Source: an optimization exercise on an open RTL-to-GDS flow (aim: small area, a short achievable clock period and few clock cycles). Production flows keep margins and buffers that such runs may drop. Power and IR drop assume default switching activity.

==> inputs of run R <==
==> flow/design.v (excerpt) <==
module conv_engine(
    input         clk,
    input         reset,
    input         en_ctrl,
    output [15:0] s_addr,
    output [15:0] w_addr,
    output [15:0] b_addr,
    input  [7:0]  signal,
    input  [7:0]  weight,
    input  [7:0]  bias,
    output [15:0] save_addr,
    output [7:0]  convout,
    output        en_write,
    output        finish
);
    reg        go;           
    reg        done;         
    reg        stall;        
    reg [11:0] sa, wa;       
    reg [2:0]  j;            
    reg [1:0]  c;            
    reg [2:0]  r;            
    reg        inb;          
    reg        jend, rend;   
    reg [4:0]  o, y;         
    reg [3:0]  xp;
    reg        last_out;     
    reg p0, p15, ya, yb, y01;    
    wire [2:0] jpen = (p0 | p15) ? 3'd2 : 3'd4;
    wire [2:0] rpen = ya ? 3'd1 : yb ? 3'd2 : 3'd3;
    wire cend = (c == 2'd2);
    wire last_pos = p15 & ya & ~y01;
    wire adv = go & ~done & ~stall;
    wire hold = ~inb & jend & cend & rend;
    wire inb_n  = adv ? hold : inb;
    wire jend_n = adv ? (~inb & (~jend ? (j == jpen) : (cend & rend))) : jend;
    wire cend_n = adv ? (~inb & (~jend ? cend : ~cend ? (c == 2'd1) : ~rend ? 1'b0 : 1'b1)) : cend;
    wire rend_n = adv ? (~inb & ((jend & cend & ~rend) ? (r == rpen) : rend)) : rend;
    wire last_out_n = w2 ? (o == 5'd30) : last_out;
    wire stall_n = (w2 & last_out) ? 1'b0 : (adv & inb & last_out) ? 1'b1 : stall;
    wire done_n = done | (adv & inb & last_out & last_pos);
    wire adv_n = en_ctrl & ~done_n & ~stall_n;
    reg a_inc, a_ch, a_row, a_back, a_pos;
    always @(posedge clk) begin
        if (reset) begin
  ...
Settings: LEC_CHECK=0, CAP_MARGIN=20, CORE_MARGIN=2, CORE_UTILIZATION=40, SLEW_MARGIN=20, SYNTH_HIERARCHICAL=1; clock period 10.0 ns.
standard.sh (not shown) runs the stock make flow with config.mk's settings and CLKGATE_MAP_FILE= SYNTH_SCRIPT=/design/flow/synth_recipe.tcl, a recipe that flattens the netlist after the stock synthesis.
==> flow/flow/run.sh <==
#!/bin/bash
set -uo pipefail
MARGIN=$(cat flow/margin 2>/dev/null || echo 7)
bash standard.sh "SETUP_SLACK_MARGIN=$MARGIN" \
    "BUFFER_PORTS_ARGS=-buffer_cell sky130_fd_sc_hd__buf_1" finish > run_make.log 2>&1
status=$?
tail -5 run_make.log
exit $status
==> flow/flow/margin <==
7
==> inputs of run G, as changes to run R <==
--- a/flow/design.v
+++ b/flow/design.v
@@ -376,25 +376,25 @@
     wire fas45, fac45;
     conv_fa u_fas45 (.a(fac41), .b(fas44), .c(fac42), .s(fas45), .co(fac45));
     wire fas46 = ~(Sag[15] ^ Cag[15]);
     wire fac46 = Sag[15] | Cag[15];
     wire fas47, fac47;
     conv_fa u_fas47 (.a(fas46), .b(fac44), .c(fac45), .s(fas47), .co(fac47));
     wire fas48 = ~(Sag[16] ^ Cag[16]);
     wire fac48 = Sag[16] | Cag[16];
-    wire fas49, fac49;
-    conv_fa u_fas49 (.a(fac46), .b(fas48), .c(fac47), .s(fas49), .co(fac49));
+    wire fas49 = fac46 ^ fas48;
+    wire fac49 = fac46 & fas48;
     wire fas50 = ~(Sag[17] ^ Cag[17]);
     wire fac50 = Sag[17] | Cag[17];
-    wire fas51 = fac48 ^ fas50;
-    wire fac51 = fac48 & fas50;
+    wire fas51, fac51;
+    conv_fa u_fas51 (.a(fac48), .b(fas50), .c(fac49), .s(fas51), .co(fac51));
     always @(posedge clk) begin
-        Sa <= {fac49, fas49, fas47, fac43, fas43, fac37, fac33, fac29, fac24, fas24, fac15, fac11, fac8, fac5, fac3, fac1, fac0, ea0[0]};
-        Ca <= {fas51, 1'b0, 1'b0, fas45, 1'b0, fas40, fas37, fas33, fas29, 1'b0, fas19, fas15, fas11, fas8, fas5, fas3, fas1, fas0};
+        Sa <= {fas51, fac47, fas47, fac43, fas43, fac37, fac33, fac29, fac24, fas24, fac15, fac11, fac8, fac5, fac3, fac1, fac0, ea0[0]};
+        Ca <= {1'b0, fas49, 1'b0, fas45, 1'b0, fas40, fas37, fas33, fas29, 1'b0, fas19, fas15, fas11, fas8, fas5, fas3, fas1, fas0};
     end
     wire [8:0] eb0;
     assign eb0[0] = ((oneb[0] & sx[0]) | (twob[0] & sx2[0])) ^ negb[0];
     assign eb0[1] = ((oneb[0] & sx[1]) | (twob[0] & sx2[1])) ^ negb[0];
     assign eb0[2] = ((oneb[0] & sx[2]) | (twob[0] & sx2[2])) ^ negb[0];
     assign eb0[3] = ((oneb[0] & sx[3]) | (twob[0] & sx2[3])) ^ negb[0];
     assign eb0[4] = ((oneb[0] & sx[4]) | (twob[0] & sx2[4])) ^ negb[0];
     assign eb0[5] = ((oneb[0] & sx[5]) | (twob[0] & sx2[5])) ^ negb[0];
@@ -527,25 +527,25 @@
     wire fbs45, fbc45;
     conv_fa u_fbs45 (.a(fbc41), .b(fbs44), .c(fbc42), .s(fbs45), .co(fbc45));
     wire fbs46 = ~(Sbg[15] ^ Cbg[15]);
     wire fbc46 = Sbg[15] | Cbg[15];
     wire fbs47, fbc47;
     conv_fa u_fbs47 (.a(fbs46), .b(fbc44), .c(fbc45), .s(fbs47), .co(fbc47));
     wire fbs48 = ~(Sbg[16] ^ Cbg[16]);
     wire fbc48 = Sbg[16] | Cbg[16];
-    wire fbs49, fbc49;
-    conv_fa u_fbs49 (.a(fbc46), .b(fbs48), .c(fbc47), .s(fbs49), .co(fbc49));
+    wire fbs49 = fbc46 ^ fbs48;
+    wire fbc49 = fbc46 & fbs48;
     wire fbs50 = ~(Sbg[17] ^ Cbg[17]);
     wire fbc50 = Sbg[17] | Cbg[17];
-    wire fbs51 = fbc48 ^ fbs50;
-    wire fbc51 = fbc48 & fbs50;
+    wire fbs51, fbc51;
+    conv_fa u_fbs51 (.a(fbc48), .b(fbs50), .c(fbc49), .s(fbs51), .co(fbc51));
     always @(posedge clk) begin
-        Sb <= {fbc49, fbs49, fbs47, fbc43, fbs43, fbc37, fbc33, fbc29, fbc24, fbs24, fbc15, fbc11, fbc8, fbc5, fbc3, fbc1, fbc0, eb0[0]};
-        Cb <= {fbs51, 1'b0, 1'b0, fbs45, 1'b0, fbs40, fbs37, fbs33, fbs29, 1'b0, fbs19, fbs15, fbs11, fbs8, fbs5, fbs3, fbs1, fbs0};
+        Sb <= {fbs51, fbc47, fbs47, fbc43, fbs43, fbc37, fbc33, fbc29, fbc24, fbs24, fbc15, fbc11, fbc8, fbc5, fbc3, fbc1, fbc0, eb0[0]};
+        Cb <= {1'b0, fbs49, 1'b0, fbs45, 1'b0, fbs40, fbs37, fbs33, fbs29, 1'b0, fbs19, fbs15, fbs11, fbs8, fbs5, fbs3, fbs1, fbs0};
     end
     wire [17:0] acc = b3 ? (Sa + Ca) : (Sb + Cb);
     wire [8:0]  t = acc[17:9];
     reg  [7:0]  cout_r;
     always @(posedge clk)
         cout_r <= (t[8] != t[7]) ? {t[8], {7{~t[8]}}} : t[7:0];
     assign s_addr = {4'd0, sa};
     assign w_addr = {4'd0, wa};
==> inputs of run E, as changes to run R <==
--- a/flow/design.v
+++ b/flow/design.v
@@ -336,34 +336,34 @@
     wire fas25 = ~(Sag[9] ^ Cag[9]);
     wire fac25 = Sag[9] | Cag[9];
     wire fas26, fac26;
     conv_fa u_fas26 (.a(ea1[7]), .b(ea2[5]), .c(ea3[3]), .s(fas26), .co(fac26));
     wire fas27, fac27;
     conv_fa u_fas27 (.a(fac20), .b(fas25), .c(fac21), .s(fas27), .co(fac27));
     wire fas28, fac28;
     conv_fa u_fas28 (.a(fas26), .b(fac22), .c(fas27), .s(fas28), .co(fac28));
-    wire fas29 = fac23 ^ fas28;
-    wire fac29 = fac23 & fas28;
+    wire fas29, fac29;
+    conv_fa u_fas29 (.a(fac23), .b(fas28), .c(fac24), .s(fas29), .co(fac29));
     wire fas30, fac30;
     conv_fa u_fas30 (.a(Sag[10]), .b(Cag[10]), .c(~ea1[8]), .s(fas30), .co(fac30));
     wire fas31, fac31;
     conv_fa u_fas31 (.a(ea2[6]), .b(ea3[4]), .c(fac25), .s(fas31), .co(fac31));
     wire fas32, fac32;
     conv_fa u_fas32 (.a(fac26), .b(fas30), .c(fas31), .s(fas32), .co(fac32));
     wire fas33, fac33;
     conv_fa u_fas33 (.a(fac27), .b(fas32), .c(fac28), .s(fas33), .co(fac33));
     wire fas34 = ~(Sag[11] ^ Cag[11]);
     wire fac34 = Sag[11] | Cag[11];
     wire fas35, fac35;
     conv_fa u_fas35 (.a(ea2[7]), .b(ea3[5]), .c(fas34), .s(fas35), .co(fac35));
     wire fas36, fac36;
     conv_fa u_fas36 (.a(fac30), .b(fac31), .c(fas35), .s(fas36), .co(fac36));
-    wire fas37 = fac32 ^ fas36;
-    wire fac37 = fac32 & fas36;
+    wire fas37, fac37;
+    conv_fa u_fas37 (.a(fac32), .b(fas36), .c(fac33), .s(fas37), .co(fac37));
     wire fas38, fac38;
     conv_fa u_fas38 (.a(Sag[12]), .b(Cag[12]), .c(~ea2[8]), .s(fas38), .co(fac38));
     wire fas39, fac39;
     conv_fa u_fas39 (.a(ea3[6]), .b(fac34), .c(fas38), .s(fas39), .co(fac39));
     wire fas40, fac40;
     conv_fa u_fas40 (.a(fac35), .b(fas39), .c(fac36), .s(fas40), .co(fac40));
     wire fas41 = ~(Sag[13] ^ Cag[13]);
     wire fac41 = Sag[13] | Cag[13];
@@ -380,21 +380,21 @@
     wire fas47, fac47;
     conv_fa u_fas47 (.a(fas46), .b(fac44), .c(fac45), .s(fas47), .co(fac47));
     wire fas48 = ~(Sag[16] ^ Cag[16]);
     wire fac48 = Sag[16] | Cag[16];
     wire fas49, fac49;
     conv_fa u_fas49 (.a(fac46), .b(fas48), .c(fac47), .s(fas49), .co(fac49));
     wire fas50 = ~(Sag[17] ^ Cag[17]);
     wire fac50 = Sag[17] | Cag[17];
-    wire fas51 = fac48 ^ fas50;
-    wire fac51 = fac48 & fas50;
+    wire fas51, fac51;
+    conv_fa u_fas51 (.a(fac48), .b(fas50), .c(fac49), .s(fas51), .co(fac51));
     always @(posedge clk) begin
-        Sa <= {fac49, fas49, fas47, fac43, fas43, fac37, fac33, fac29, fac24, fas24, fac15, fac11, fac8, fac5, fac3, fac1, fac0, ea0[0]};
-        Ca <= {fas51, 1'b0, 1'b0, fas45, 1'b0, fas40, fas37, fas33, fas29, 1'b0, fas19, fas15, fas11, fas8, fas5, fas3, fas1, fas0};
+        Sa <= {fas51, fas49, fas47, fac43, fas43, fac37, fas37, fac29, fas29, fas24, fac15, fac11, fac8, fac5, fac3, fac1, fac0, ea0[0]};
+        Ca <= {1'b0, 1'b0, 1'b0, fas45, 1'b0, fas40, 1'b0, fas33, 1'b0, 1'b0, fas19, fas15, fas11, fas8, fas5, fas3, fas1, fas0};
     end
     wire [8:0] eb0;
     assign eb0[0] = ((oneb[0] & sx[0]) | (twob[0] & sx2[0])) ^ negb[0];
     assign eb0[1] = ((oneb[0] & sx[1]) | (twob[0] & sx2[1])) ^ negb[0];
     assign eb0[2] = ((oneb[0] & sx[2]) | (twob[0] & sx2[2])) ^ negb[0];
     assign eb0[3] = ((oneb[0] & sx[3]) | (twob[0] & sx2[3])) ^ negb[0];
     assign eb0[4] = ((oneb[0] & sx[4]) | (twob[0] & sx2[4])) ^ negb[0];
     assign eb0[5] = ((oneb[0] & sx[5]) | (twob[0] & sx2[5])) ^ negb[0];
@@ -487,34 +487,34 @@
     wire fbs25 = ~(Sbg[9] ^ Cbg[9]);
     wire fbc25 = Sbg[9] | Cbg[9];
     wire fbs26, fbc26;
     conv_fa u_fbs26 (.a(eb1[7]), .b(eb2[5]), .c(eb3[3]), .s(fbs26), .co(fbc26));
     wire fbs27, fbc27;
     conv_fa u_fbs27 (.a(fbc20), .b(fbs25), .c(fbc21), .s(fbs27), .co(fbc27));
     wire fbs28, fbc28;
     conv_fa u_fbs28 (.a(fbs26), .b(fbc22), .c(fbs27), .s(fbs28), .co(fbc28));
-    wire fbs29 = fbc23 ^ fbs28;
-    wire fbc29 = fbc23 & fbs28;
+    wire fbs29, fbc29;
+    conv_fa u_fbs29 (.a(fbc23), .b(fbs28), .c(fbc24), .s(fbs29), .co(fbc29));
     wire fbs30, fbc30;
     conv_fa u_fbs30 (.a(Sbg[10]), .b(Cbg[10]), .c(~eb1[8]), .s(fbs30), .co(fbc30));
     wire fbs31, fbc31;
     conv_fa u_fbs31 (.a(eb2[6]), .b(eb3[4]), .c(fbc25), .s(fbs31), .co(fbc31));
     wire fbs32, fbc32;
     conv_fa u_fbs32 (.a(fbc26), .b(fbs30), .c(fbs31), .s(fbs32), .co(fbc32));
     wire fbs33, fbc33;
     conv_fa u_fbs33 (.a(fbc27), .b(fbs32), .c(fbc28), .s(fbs33), .co(fbc33));
     wire fbs34 = ~(Sbg[11] ^ Cbg[11]);
     wire fbc34 = Sbg[11] | Cbg[11];
     wire fbs35, fbc35;
     conv_fa u_fbs35 (.a(eb2[7]), .b(eb3[5]), .c(fbs34), .s(fbs35), .co(fbc35));
     wire fbs36, fbc36;
     conv_fa u_fbs36 (.a(fbc30), .b(fbc31), .c(fbs35), .s(fbs36), .co(fbc36));
-    wire fbs37 = fbc32 ^ fbs36;
-    wire fbc37 = fbc32 & fbs36;
+    wire fbs37, fbc37;
+    conv_fa u_fbs37 (.a(fbc32), .b(fbs36), .c(fbc33), .s(fbs37), .co(fbc37));
     wire fbs38, fbc38;
     conv_fa u_fbs38 (.a(Sbg[12]), .b(Cbg[12]), .c(~eb2[8]), .s(fbs38), .co(fbc38));
     wire fbs39, fbc39;
     conv_fa u_fbs39 (.a(eb3[6]), .b(fbc34), .c(fbs38), .s(fbs39), .co(fbc39));
     wire fbs40, fbc40;
     conv_fa u_fbs40 (.a(fbc35), .b(fbs39), .c(fbc36), .s(fbs40), .co(fbc40));
     wire fbs41 = ~(Sbg[13] ^ Cbg[13]);
     wire fbc41 = Sbg[13] | Cbg[13];
@@ -531,21 +531,21 @@
     wire fbs47, fbc47;
     conv_fa u_fbs47 (.a(fbs46), .b(fbc44), .c(fbc45), .s(fbs47), .co(fbc47));
     wire fbs48 = ~(Sbg[16] ^ Cbg[16]);
     wire fbc48 = Sbg[16] | Cbg[16];
     wire fbs49, fbc49;
     conv_fa u_fbs49 (.a(fbc46), .b(fbs48), .c(fbc47), .s(fbs49), .co(fbc49));
     wire fbs50 = ~(Sbg[17] ^ Cbg[17]);
     wire fbc50 = Sbg[17] | Cbg[17];
-    wire fbs51 = fbc48 ^ fbs50;
-    wire fbc51 = fbc48 & fbs50;
+    wire fbs51, fbc51;
+    conv_fa u_fbs51 (.a(fbc48), .b(fbs50), .c(fbc49), .s(fbs51), .co(fbc51));
     always @(posedge clk) begin
-        Sb <= {fbc49, fbs49, fbs47, fbc43, fbs43, fbc37, fbc33, fbc29, fbc24, fbs24, fbc15, fbc11, fbc8, fbc5, fbc3, fbc1, fbc0, eb0[0]};
-        Cb <= {fbs51, 1'b0, 1'b0, fbs45, 1'b0, fbs40, fbs37, fbs33, fbs29, 1'b0, fbs19, fbs15, fbs11, fbs8, fbs5, fbs3, fbs1, fbs0};
+        Sb <= {fbs51, fbs49, fbs47, fbc43, fbs43, fbc37, fbs37, fbc29, fbs29, fbs24, fbc15, fbc11, fbc8, fbc5, fbc3, fbc1, fbc0, eb0[0]};
+        Cb <= {1'b0, 1'b0, 1'b0, fbs45, 1'b0, fbs40, 1'b0, fbs33, 1'b0, 1'b0, fbs19, fbs15, fbs11, fbs8, fbs5, fbs3, fbs1, fbs0};
     end
     wire [17:0] acc = b3 ? (Sa + Ca) : (Sb + Cb);
     wire [8:0]  t = acc[17:9];
     reg  [7:0]  cout_r;
     always @(posedge clk)
         cout_r <= (t[8] != t[7]) ? {t[8], {7{~t[8]}}} : t[7:0];
     assign s_addr = {4'd0, sa};
     assign w_addr = {4'd0, wa};
==> notes <==
- Sequential power is about the same in run R and run G.
- Die area: run R is higher than run G (1.6%).
- Of run G and run E, run G has the higher synthesized area (gap about 1.9%, measured against run E).
- Against run G, the hold slack of run R is higher by 0.00060 ns.
- Sequential share of layout area: run G > run R > run E.
- The lowest non-clock buffer count belongs to run G, the highest to run E.
- Routed wire length, highest first: run R, run E, run G.
- Setup slack: run G > run E > run R.
==> figures <==
Outcome: run R finished clean; run G finished clean; run E finished clean
Count of instances resized after the clock tree is built: run R 69; run G 71; run E 117
Detailed-route wire length per cell: run R 15.9 um; run G 15.2 um; run E 15.6 um
Detailed placer's ending HPWL: run R 18100 um; run G 17600 um; run E 17300 um
Switching power share of the total: run R 38.2%; run G 37.9%; run E 38.2%
Via count: run R 8583; run G 8090; run E 8137
Area inside the core boundary: run R 28500 um2; run G 27800 um2; run E 27100 um2
Worst vdd rail ir drop: run R 0.0995 mV; run G 0.128 mV; run E 0.116 mV
Power density normalized to cell area: run R 233 nW/um2; run G 239 nW/um2; run E 228 nW/um2
Top-area cell type share of the netlist area: run R 31.4%; run G 31.9%; run E 31.4%
Leak pwr: run R 5.44 nW; run G 5.32 nW; run E 5.41 nW
Share of final layout cell area taken by non-clock buffers: run R 5.27%; run G 4.07%; run E 6.35%
Post-placement cell count: run R 1586; run G 1559; run E 1522
Horizontal die dimension: run R 173 um; run G 172 um; run E 170 um
Fraction of area in multi-input gates: run R 57.2%; run G 57.7%; run E 56.3%
Pin count of the biggest net entering global routing: run R 71; run G 72; run E 73
P_int: run R 1.89 mW; run G 1.91 mW; run E 1.84 mW
Vias per cell: run R 5.17; run G 5.01; run E 5.04
Function was not checked in any run of this note: the RTL went through the layout flow alone.

## separate check: timing with driven ports
How much do the figures lean on ideal ports? The routed layouts below were timed once more, with nothing changed but the port constraints.
Step 1 sets driving cells, clkbuf_16 on the clock port and buf_2 on the other inputs (assumed; they add their load-dependent delay and slew).
Step 2 also shifts input and output timing later by t, the mid clock arrival at the registers, as if the neighbouring blocks saw the same clock.
Slacks: ideal / step 1 / step 2; pairs: ideal / step 1.
| run | t (ns) | setup slack, ns | worst slew at a driven data input, ns | pins driven straight from the clock port |
|---|---|---|---|---|
| run R | 0.486 | 6.864 / 6.864 / 6.773 | 0.03 | 1 |
| run G | 0.471 | 6.995 / 6.959 / 6.768 | 0.05 | 1 |
| run E | 0.479 | 6.929 / 6.929 / 6.688 | 0.04 | 1 |
After both steps every run listed still meets setup and hold. For run E, which loses most, drivers alone change the setup slack by 0.000 ns; drivers and shift together by -0.241 ns.
